Context: an optimization exercise on an open-source flow, tuned for small area, a short achievable clock period and few clock cycles. The choices shown serve that exercise and are no tape-out recipe. Function was checked by simulation only, so behaviour that the tests miss may differ from the original. No activity file was given, so power comes from the tool's default toggle rates.

==> flow/design.v <==
`timescale 1ns/1ps
module ALU (
    input  [7:0] A,
    input  [7:0] Bx,
    input  [3:0] instruction,
    input        item,
    output [7:0] F
);
    wire [3:0] op = instruction;
    wire [2:0] k  = Bx[2:0];                    
    wire is_as  = item & ~op[3] & ~op[2] & ~op[1];            
    wire is_shf = item & ~op[3] & ~op[2] & op[1];             
    wire is_rot = item & ~op[3] & op[2] & ~op[1];             
    wire left   = op[0];
    wire is_and = item & ~op[3] & op[2] & op[1] & ~op[0];    
    wire is_or  = item & ~op[3] & op[2] & op[1] & op[0];     
    wire is_not = item & op[3] & ~op[2] & ~op[1] & ~op[0];   
    wire is_xor = item & op[3] & ~op[2] & ~op[1] & op[0];    
    wire [7:0] sum = A + Bx;
    wire [7:0] p   = A ^ Bx;
    wire [7:0] g   = A & Bx;
    wire a0 = k[0];
    wire a1 = k[1] ^ (left & k[0]);
    wire a2 = k[2] ^ (left & (k[1] | k[0]));
    wire [7:0] s1 = a0 ? {A[0],    A[7:1]}  : A;
    wire [7:0] s2 = a1 ? {s1[1:0], s1[7:2]} : s1;
    wire [7:0] s4 = a2 ? {s2[3:0], s2[7:4]} : s2;
    wire shf_ok = is_shf & ~|Bx[7:3];
    wire rot_ok = is_rot & ~|Bx[7:4] & ~(Bx[3] & |k);
    wire [7:0] keep;
    genvar i;
    generate for (i = 0; i < 8; i = i + 1) begin : kp
        assign keep[i] = rot_ok | (shf_ok & (left ? (k <= i) : (k <= 7 - i)));
    end endgenerate
    assign F = ({8{is_as}} & sum) | (keep & s4) |
               ({8{is_xor | is_or}} & p) | ({8{is_and | is_or}} & g) | ({8{is_not}} & ~A);
endmodule
`timescale 1ns/1ps
module top (
    input clk,
    input rst_n,
    input start,
    input valid,
    input [7:0] data_A,
    input [7:0] data_B,
    input [3:0] instruction,
    input [7:0] count,
    output reg [7:0] third_largest,
    output reg finish
);
    reg [7:0] a_q, b_q;
    reg [3:0] op_q;
    reg       item_q;      
    reg [7:0] r;           
    reg [7:0] remaining;   
    reg [7:0] largest, second_largest;
    reg       last1, last2;
    wire [7:0] alu_result;
    ALU alu_inst (
        .A(a_q),
        .Bx(b_q),
        .instruction(op_q),
        .item(item_q),
        .F(alu_result)
    );
    wire [7:0] b_neg = {|data_B[6:0], |data_B[5:0], |data_B[4:0], |data_B[3:0],
                        |data_B[2:0], |data_B[1:0], data_B[0], 1'b0};
    wire [7:0] low_zero = {~|remaining[6:0], ~|remaining[5:0], ~|remaining[4:0],
                           ~|remaining[3:0], ~|remaining[2:0], ~|remaining[1:0],
                           ~remaining[0], 1'b1};
    always @(posedge clk) begin
        a_q     <= data_A;
        b_q     <= data_B ^ ({8{instruction == 4'b0001}} & b_neg);    
        op_q    <= instruction;
        r       <= alu_result;
        if (start)
            remaining <= count;
        else if (valid)
            remaining <= remaining ^ low_zero;
    end
    always @(posedge clk or negedge rst_n) begin
        if (!rst_n)
            item_q <= 1'b0;
        else
            item_q <= valid;
    end
    always @(posedge clk or negedge rst_n) begin
        if (!rst_n) begin
            last1  <= 1'b0;
            last2  <= 1'b0;
            finish <= 1'b0;
        end else begin
            last1  <= (valid && remaining == 8'd1) || (start && count == 8'd0);
            last2  <= last1;
            finish <= last2;
        end
    end
    function [1:0] cmp8;
        input [7:0] a, b;
        reg [7:0] g, l;
        reg [3:0] g1, l1;
        reg [1:0] g2, l2;
        integer i;
        begin
            g = a & ~b;
            l = ~a & b;
            for (i = 0; i < 4; i = i + 1) begin
                g1[i] = g[2*i+1] | (~l[2*i+1] & g[2*i]);
                l1[i] = l[2*i+1] | (~g[2*i+1] & l[2*i]);
            end
            for (i = 0; i < 2; i = i + 1) begin
                g2[i] = g1[2*i+1] | (~l1[2*i+1] & g1[2*i]);
                l2[i] = l1[2*i+1] | (~g1[2*i+1] & l1[2*i]);
            end
            cmp8 = {g2[1] | (~l2[1] & g2[0]), l2[1] | (~g2[1] & l2[0])};
        end
    endfunction
    wire gt1, lt1, gt2, lt2, gt3, lt3;
    assign {gt1, lt1} = cmp8(r, largest);
    assign {gt2, lt2} = cmp8(r, second_largest);
    assign {gt3, lt3} = cmp8(r, third_largest);
    wire eq1 = ~gt1 & ~lt1;
    wire eq2 = ~gt2 & ~lt2;
    wire upd1 = gt1 | start;
    wire upd2 = (gt2 & ~eq1) | start;
    wire upd3 = (gt3 & ~eq2 & ~eq1) | start;
    wire [7:0] new2 = gt1 ? largest : r;
    wire [7:0] new3 = gt2 ? second_largest : r;
    always @(posedge clk) begin
        if (upd1) largest        <= r;
        if (upd2) second_largest <= new2;
        if (upd3) third_largest  <= new3;
    end
endmodule
export LEC_CHECK = 0
export CAP_MARGIN = 20
export CORE_MARGIN = 2
export CORE_UTILIZATION = 40
export SETUP_SLACK_MARGIN = 4.0
export SLEW_MARGIN = 20
create_clock -name core_clock -period 6.0 [get_ports {clk}]
standard.sh (not shown) runs the stock make flow with config.mk's settings and CLKGATE_MAP_FILE= SYNTH_SCRIPT=/design/flow/synth_recipe.tcl, a recipe that flattens the netlist after the stock synthesis.
==> flow/flow/run.sh <==
#!/bin/bash
# Standard layout, except:
#  - plain buffers (buf_1) on the ports instead of the delay buffers
#    buffer_ports picks by default;
#  - synthesis maps the logic with a delay-driven ABC script
#    (flow/abc_delay.script) instead of ORFS's abc_speed script. Everything
#    else in synthesis is the standard flow's own (flow/synth.tcl is synth_recipe.tcl with
#    an abc wrapper that swaps in the script), so the registers are the same.
set -o pipefail
FLOW_DIR=$(cd "$(dirname "$0")" && pwd)
export BUFFER_PORTS_ARGS="-buffer_cell sky130_fd_sc_hd__buf_1"
export MY_ABC_SCRIPT=$FLOW_DIR/abc_delay.script
bash standard.sh SYNTH_SCRIPT=$FLOW_DIR/synth.tcl finish > standard.log 2>&1
==> flow/flow/abc_delay.script <==
strash
dch
map -D 1000
buffer -p
upsize -D 1000
dnsize -D 1000
stime -p
==> flow/flow/synth.tcl <==
proc synth {args} { yosys synth -nofsm -noshare {*}$args }

proc abc {args} {
  set i [lsearch -exact $args -script]
  if {$i >= 0 && [info exists ::env(MY_ABC_SCRIPT)]} { lset args [expr {$i + 1}] $::env(MY_ABC_SCRIPT) }
  yosys abc {*}$args
}
source $::env(SCRIPTS_DIR)/synth.tcl
# left out here: clear keep_hierarchy, flatten, clean up, hide names made inside functions, write 1_2_yosys.v
Testbench counts at the start, summed over its fixed seeds: cycles 3,621.
Next try:
--- a/flow/config.mk
+++ b/flow/config.mk
@@ -9,4 +9,5 @@
 export CORE_MARGIN = 2
 export CORE_UTILIZATION = 40
-export SETUP_SLACK_MARGIN = 4.0
+export SETUP_SLACK_MARGIN = 3.8
 export SLEW_MARGIN = 20
+export TNS_END_PERCENT = 10
- via count falls slightly
- fmax falls by a few percent
- clock-buffer cell count rises by 2
- wire length falls by a few percent
- final area falls by a few percent
- register-to-register slack gets worse by 80 ps
- sequential power barely changes
Next try:
==> flow/flow/run.sh (replaced) <==
#!/bin/bash
# Standard layout, with plain buffers (buf_2) on the ports instead of the
# delay buffers buffer_ports picks by default.
set -o pipefail
export BUFFER_PORTS_ARGS="-buffer_cell sky130_fd_sc_hd__buf_2"
bash standard.sh > standard.log 2>&1
--- a/flow/config.mk
+++ b/flow/config.mk
@@ -6,4 +6,5 @@
 export NUM_CORES = 4
 export LEC_CHECK = 0
+export ABC_CLOCK_PERIOD_IN_PS = 2200
 export CAP_MARGIN = 20
 export CORE_MARGIN = 2
@@ -11,3 +12,2 @@
 export SETUP_SLACK_MARGIN = 3.8
 export SLEW_MARGIN = 20
-export TNS_END_PERCENT = 10
removed: flow/flow/abc_delay.script
removed: flow/flow/synth.tcl
Result:
- sequential share of layout area goes down by 2.8 points
- global-route usage goes down by 0.16 points
- critical path depth does not change
- setup slack degrades by 95 ps
Next try:
==> flow/flow/run.sh (replaced) <==
#!/bin/bash
# Standard layout, except:
#  - plain buffers (buf_1) on the ports instead of the delay buffers
#    buffer_ports picks by default;
#  - synthesis maps the logic with a delay-driven ABC script
#    (flow/abc_delay.script) instead of ORFS's abc_speed script. Everything
#    else in synthesis is the standard flow's own (flow/synth.tcl is synth_recipe.tcl with
#    an abc wrapper that swaps in the script), so the registers are the same.
set -o pipefail
FLOW_DIR=$(cd "$(dirname "$0")" && pwd)
export BUFFER_PORTS_ARGS="-buffer_cell sky130_fd_sc_hd__buf_1"
export MY_ABC_SCRIPT=$FLOW_DIR/abc_delay.script
bash standard.sh SYNTH_SCRIPT=$FLOW_DIR/synth.tcl finish > standard.log 2>&1
==> flow/flow/abc_delay.script (new file) <==
strash
dch
map -D 1000
buffer -p
upsize -D 1000
dnsize -D 1000
stime -p
==> flow/flow/synth.tcl (new file) <==
proc synth {args} { yosys synth -nofsm -noshare {*}$args }

proc abc {args} {
  set i [lsearch -exact $args -script]
  if {$i >= 0 && [info exists ::env(MY_ABC_SCRIPT)]} { lset args [expr {$i + 1}] $::env(MY_ABC_SCRIPT) }
  yosys abc {*}$args
}
source $::env(SCRIPTS_DIR)/synth.tcl
# left out here: clear keep_hierarchy, flatten, clean up, hide names made inside functions, write 1_2_yosys.v
--- a/flow/config.mk
+++ b/flow/config.mk
@@ -6,8 +6,9 @@
 export NUM_CORES = 4
 export LEC_CHECK = 0
-export ABC_CLOCK_PERIOD_IN_PS = 2200
 export CAP_MARGIN = 20
 export CORE_MARGIN = 2
 export CORE_UTILIZATION = 40
+export CTS_CLUSTER_DIAMETER = 100
+export CTS_CLUSTER_SIZE = 30
 export SETUP_SLACK_MARGIN = 3.8
 export SLEW_MARGIN = 20
Critical path depth decreases by 5.
Setup slack improved by 170 ps.
Final area decreases by a few percent.
Sequential cell count does not change.
Sequential power increases slightly.
Clock skew hardly moves.
Power increases slightly.
Clock power increases by roughly a tenth.
Register-to-register slack improved by 310 ps.
Clock-buffer cell count decreases by 1.
Next try:
--- a/flow/config.mk
+++ b/flow/config.mk
@@ -9,6 +9,4 @@
 export CORE_MARGIN = 2
 export CORE_UTILIZATION = 40
-export CTS_CLUSTER_DIAMETER = 100
-export CTS_CLUSTER_SIZE = 30
-export SETUP_SLACK_MARGIN = 3.8
+export SETUP_SLACK_MARGIN = 3.6
 export SLEW_MARGIN = 20
What happened:
- cell count came out lower by 0.67%
- area after synthesis does not change
- utilization came out lower by 0.67 points
- power came out lower by 0.90%
- register-to-register slack degrades by 240 ps

-- what the ideal ports hide --
The flow's constraints put no driver on any port. The routed layouts listed below were extracted and timed again, unchanged, in two steps.
Step 1 assumes that a clkbuf_16 drives the clock port and a buf_2 every other input.
Step 2, shift: input delay + t, output delay - t, t = (earliest + latest rising clock arrival at the registers) / 2. This alone moves slack from input paths to output paths.
Slacks: ideal / step 1 / step 2; pairs: ideal / step 1.
run | t (ns) | setup slack, ns | worst setup path after step 2
the first run | 0.369 | 3.921 / 3.890 / 3.689 | input to register
the second run | 0.366 | 3.814 / 3.826 / 3.459 | input to register
the third run | 0.374 | 3.719 / 3.719 / 3.616 | input to register
the fourth run | 0.367 | 3.886 / 3.855 / 3.596 | input to register
the fifth run | 0.359 | 3.772 / 3.781 / 3.422 | input to register
After both steps setup and hold are still met in every run listed. For the second run, which loses most, drivers alone change the setup slack by +0.012 ns; drivers and shift together by -0.355 ns.
